Context: an optimization exercise on an open-source flow, tuned for small area and few clock cycles per item. The choices shown serve that exercise and are no tape-out recipe.
Only simulation tests tie the RTL to the original design; equivalence was not proved.
No driver is modelled on the clock port, so clocking that relies on it looks cheaper here than on a real chip.

job 9367:
## lab1
module lab1 #(
	parameter WIDTHIN = 16,
	parameter WIDTHOUT = 32
) (
	input clk,
	input reset,
	input i_valid,
	input i_ready,
	output o_valid,
	output o_ready,
	input [WIDTHIN-1:0] i_x,
	output [WIDTHOUT-1:0] o_y
);
For scale: roughly 54 I/O pins, ~38000 um2 of cells after synthesis.
export LEC_CHECK = 0
export CAP_MARGIN = 20
export CORE_MARGIN = 2
export CORE_UTILIZATION = 40
export CTS_CLUSTER_DIAMETER = 150
export CTS_CLUSTER_SIZE = 30
export GPL_TIMING_DRIVEN = 0
export SLEW_MARGIN = 20
export SYNTH_HIERARCHICAL = 1
create_clock -name core_clock -period 8.0 [get_ports {clk}]
standard.sh (not shown) runs the stock make flow with config.mk's settings and CLKGATE_MAP_FILE= SYNTH_SCRIPT=/design/flow/synth_recipe.tcl, a recipe that flattens the netlist after the stock synthesis.
==> flow/flow/run.sh <==
#!/bin/bash
# Standard ORFS layout (the standard.sh, unchanged synthesis), with two changes:
#  - the port buffers are the smallest buffer cell (every port still gets its own buffer);
#  - after global routing, cells on paths with spare slack are downsized (RECOVER_POWER).
set -euo pipefail
bash standard.sh "BUFFER_PORTS_ARGS=-buffer_cell sky130_fd_sc_hd__buf_1" RECOVER_POWER=100 finish > standard.log 2>&1
Completing all stages was not enough for job 9367: its layout failed the final checks because of max-capacitance violations, max-slew violations.
Testbench counts of job 9367, summed over its fixed seeds: cycles 24,040, items 24,000.
Relative to job 9367, the following input files were edited for job 2465:
==> flow/flow/run.sh <==
#!/bin/bash
# Standard ORFS layout (the standard.sh, unchanged synthesis), with two changes:
#  - the port buffers are the smallest buffer cell (every port still gets its own buffer);
#  - the detailed placer keeps one free site on each side of every a222oi cell
#    (flow/pad.tcl, sourced before each step that runs detailed placement).
set -euo pipefail
PAD="$PWD/flow/pad.tcl"
bash standard.sh "BUFFER_PORTS_ARGS=-buffer_cell sky130_fd_sc_hd__buf_1" \
  "PRE_DETAIL_PLACE_TCL=$PAD" "PRE_CTS_TCL=$PAD" "PRE_GLOBAL_ROUTE_TCL=$PAD" \
  finish > standard.log 2>&1
==> flow/flow/pad.tcl (new file) <==
# The a222oi cells have six input pins in one row; give each one free site on
# either side so the router can reach all of them.
set_placement_padding -masters {sky130_fd_sc_hd__a222oi_1} -left 1 -right 1
### Flow results
Comparing job 2465 against job 9367, there is no change at all in share of synthesized area spent on multiplexers.
Reported for job 2465 and job 9367, number of buffers created by CTS turned out identical to the last digit.
Stage in which a tool error killed job 2465: global routing (5_1_grt).
| starting density of the core | job 9367 vs job 2465 | ≈ equal |
[compare] base=job 9367 new=job 2465: part of the Yosys area used for sequential elements closely matched the old numbers; sum of net half-perimeters after detailed placement increased by 770 um relative to the old numbers; share of synthesized cell area in and, or, nand and nor gates closely matched the old numbers.
Job 2465 does better than job 9367 on worst setup slack before clock tree synthesis.
The clock sink total was comparable across job 2465 and job 9367.
Delta (job 2465 minus job 9367): synthesized area flat, count of mapped cells out of synthesis flat.

========
== 01-24 ==
Another version of the RTL of lab1 (not shown whole).
Size: roughly 3100 cells after synthesis, ~270 flip-flops, about 0.037 mm2 of cells after synthesis.
clock: 8.0 ns
lec_check: 0
cap_margin: 20
cell_pad_in_sites_detail_placement: 1
cell_pad_in_sites_global_placement: 1
core_margin: 2
core_utilization: 40
cts_cluster_diameter: 135
cts_cluster_size: 25
gpl_timing_driven: 0
place_density: 0.45
slew_margin: 20
synth_hierarchical: 1
run.sh (not shown) runs the stock make flow with config.mk's settings and CLKGATE_MAP_FILE= SYNTH_SCRIPT=/design/flow/synth_recipe.tcl, a recipe that flattens the netlist after the stock synthesis.
Stock flow here: none of the scripts above is used.
01-24 finished all stages; the layout is clean.
Testbench counts of 01-24, summed over its fixed seeds: cycles 24,040, items 24,000.
Here is what was changed in the inputs of 02-01 compared with 01-24.
Settings: swapping 135 for 120 in CTS_CLUSTER_DIAMETER; swapping 25 for 20 in CTS_CLUSTER_SIZE.
### Flow results
Taking 01-24 as the reference point, the layout overhead on the synthesized area of 02-01 rises by 0.26 points.
A critical path's slowest cell of sky130_fd_sc_hd__dfxtp_1 is what 01-24 shows, while sky130_fd_sc_hd__nor2b_1 belongs to 02-01.
[compare] base=01-24 new=02-01: final core utilization did not really move; first-iteration DRC count went down by 414.
| global-route usage | 02-01 vs 01-24 | ≈ equal |
[compare] base=01-24 new=02-01: post-layout instance area neither gained nor lost much; data arrival time of the critical path picked up an extra 0.03 ns.

========
lab1 again, from the RTL that the note above started with.
## lab1
module lab1 #(
	parameter WIDTHIN = 16,
	parameter WIDTHOUT = 32
) (
	input clk,
	input reset,
	input i_valid,
	input i_ready,
	output o_valid,
	output o_ready,
	input [WIDTHIN-1:0] i_x,
	output [WIDTHOUT-1:0] o_y
);
export LEC_CHECK = 0
export CAP_MARGIN = 20
export CORE_MARGIN = 2
export CORE_UTILIZATION = 40
export GPL_TIMING_DRIVEN = 0
export SLEW_MARGIN = 20
export SYNTH_HIERARCHICAL = 1
create_clock -name core_clock -period 8.0 [get_ports {clk}]
standard.sh (not shown) runs the stock make flow with config.mk's settings and CLKGATE_MAP_FILE= SYNTH_SCRIPT=/design/flow/synth_recipe.tcl, a recipe that flattens the netlist after the stock synthesis.
==> flow/flow/run.sh <==
#!/bin/bash
# Standard ORFS layout (the standard.sh, unchanged synthesis), with two changes:
#  - the port buffers are the smallest buffer cell (every port still gets its own buffer);
#  - the detailed placer keeps one free site on each side of every a222oi cell
#    (flow/pad.tcl, sourced before detailed placement and CTS; not in global
#    routing, whose placement check would then trip over the diodes it inserts).
set -euo pipefail
PAD="$PWD/flow/pad.tcl"
bash standard.sh "BUFFER_PORTS_ARGS=-buffer_cell sky130_fd_sc_hd__buf_1" \
  "PRE_DETAIL_PLACE_TCL=$PAD" "PRE_CTS_TCL=$PAD" \
  finish > standard.log 2>&1
==> flow/flow/pad.tcl <==
# The a222oi cells have six input pins in one row; give each one free site on
# either side so the router can reach all of them.
set_placement_padding -masters {sky130_fd_sc_hd__a222oi_1} -left 1 -right 1
The starting point produced a clean layout.
Testbench counts at the start, summed over its fixed seeds: cycles 24,040, items 24,000.
Edit:
==> flow/run.sh (new file) <==
#!/bin/bash
# synth_recipe.tcl (not shown) runs the flow's synth.tcl, then flattens the netlist and writes it again
# the make line also repeats each setting of config.mk as NAME=value (left out here)
make -C /OpenROAD-flow-scripts/flow DESIGN_CONFIG=/design/flow/config.mk WORK_HOME=/design/flow/orfs CLKGATE_MAP_FILE= SYNTH_SCRIPT=/design/flow/synth_recipe.tcl finish
Settings changed: CELL_PAD_IN_SITES_DETAIL_PLACEMENT set to 1, CELL_PAD_IN_SITES_GLOBAL_PLACEMENT set to 1, PLACE_DENSITY set to 0.45.
removed: flow/flow/run.sh
removed: flow/flow/pad.tcl
removed: flow/standard.sh
Wire length went up by 15%.
Sequential share of layout area drops by 0.12 points.
Design area rises by 1.1%.
Via count came out higher by 1.0%.
Count of clock-buffer cells in the layout stays the same.
Edit:
==> flow/flow/run.sh (new file) <==
#!/bin/bash
# Standard ORFS layout (the standard.sh, unchanged synthesis), with two changes:
#  - the port buffers are the smallest buffer cell (every port still gets its own buffer);
#  - the detailed placer keeps one free site on each side of every a222oi cell
#    (flow/pad.tcl, sourced before detailed placement and CTS; not in global
#    routing, whose placement check would then trip over the diodes it inserts).
set -euo pipefail
PAD="$PWD/flow/pad.tcl"
bash standard.sh "BUFFER_PORTS_ARGS=-buffer_cell sky130_fd_sc_hd__buf_1" \
  "PRE_DETAIL_PLACE_TCL=$PAD" "PRE_CTS_TCL=$PAD" \
  finish > standard.log 2>&1
==> flow/flow/pad.tcl (new file) <==
# The a222oi cells have six input pins in one row; give each one free site on
# either side so the router can reach all of them.
set_placement_padding -masters {sky130_fd_sc_hd__a222oi_1} -left 1 -right 1
==> flow/standard.sh (new file) <==
#!/bin/bash
# synth_recipe.tcl (not shown) runs the flow's synth.tcl, then flattens the netlist and writes it again
# the make line also repeats each setting of config.mk as NAME=value (left out here)
make -C /OpenROAD-flow-scripts/flow DESIGN_CONFIG=/design/flow/config.mk WORK_HOME=/design/flow/orfs CLKGATE_MAP_FILE= SYNTH_SCRIPT=/design/flow/synth_recipe.tcl "${@:-finish}"
Settings changed: CELL_PAD_IN_SITES_DETAIL_PLACEMENT 1 to not set, CELL_PAD_IN_SITES_GLOBAL_PLACEMENT 1 to not set, CTS_CLUSTER_DIAMETER set to 120, CTS_CLUSTER_SIZE set to 20, PLACE_DENSITY 0.45 to not set.
removed: flow/run.sh
What happened: Fmax climbs by about 2%; core utilization drops by 1.0 points; synthesized area stays the same; setup slack is better by 0.15 ns; final area went down by 2.4%; final cell count came out lower by about 0.9%; via count drops by about 1.2%.
Edit:
Settings changed: CTS_CLUSTER_DIAMETER 120 to 135, CTS_CLUSTER_SIZE 20 to 25.
After rerunning: The new run completed without violations. Fmax went down by about 0.6%. First-iteration DRC count went up by 0.85%. Hold slack gains 0.0034 ns. Non-clock buffer count went down by 2. Global-route usage barely changes. Worst setup slack loses 0.045 ns.

## separate check: timing with driven ports
How much do the figures lean on ideal ports? The routed layouts below were timed once more, with nothing changed but the port constraints.
Step 1 sets driving cells, clkbuf_16 on the clock port and buf_2 on the other inputs (assumed; they add their load-dependent delay and slew).
Step 2 moves the port delays by t, midway between the first and last clock arrival at a register: inputs arrive t later, outputs are due t later. That takes back most of the time a late clock gives input paths.
a / b / c = ideal / step 1 / step 2; a / b = the first two.
| run | t, ns | setup slack, ns | worst hold slack (ns) | worst register clock-pin slew, ns | cell pins on the clock port's net |
|---|---|---|---|---|---|
| job 9367 | 0.614 | 0.327 / 0.327 / 0.327 | 0.364 / 0.364 / 0.364 | 0.12 / 0.12 | 1 |
| 01-24 | 0.607 | 0.348 / 0.348 / 0.348 | 0.357 / 0.357 / 0.357 | 0.10 / 0.10 | 1 |
| 02-01 | 0.634 | 0.334 / 0.334 / 0.334 | 0.356 / 0.356 / 0.356 | 0.09 / 0.09 | 1 |
| the first run of note 3 | 0.629 | 0.398 / 0.398 / 0.398 | 0.352 / 0.352 / 0.352 | 0.07 / 0.07 | 1 |
| the second run of note 3 | 0.646 | 0.276 / 0.276 / 0.276 | 0.349 / 0.349 / 0.349 | 0.07 / 0.07 | 1 |
| the third run of note 3 | 0.623 | 0.429 / 0.429 / 0.429 | 0.358 / 0.358 / 0.358 | 0.10 / 0.10 | 1 |
| the fourth run of note 3 | 0.611 | 0.383 / 0.383 / 0.383 | 0.361 / 0.361 / 0.361 | 0.10 / 0.10 | 1 |
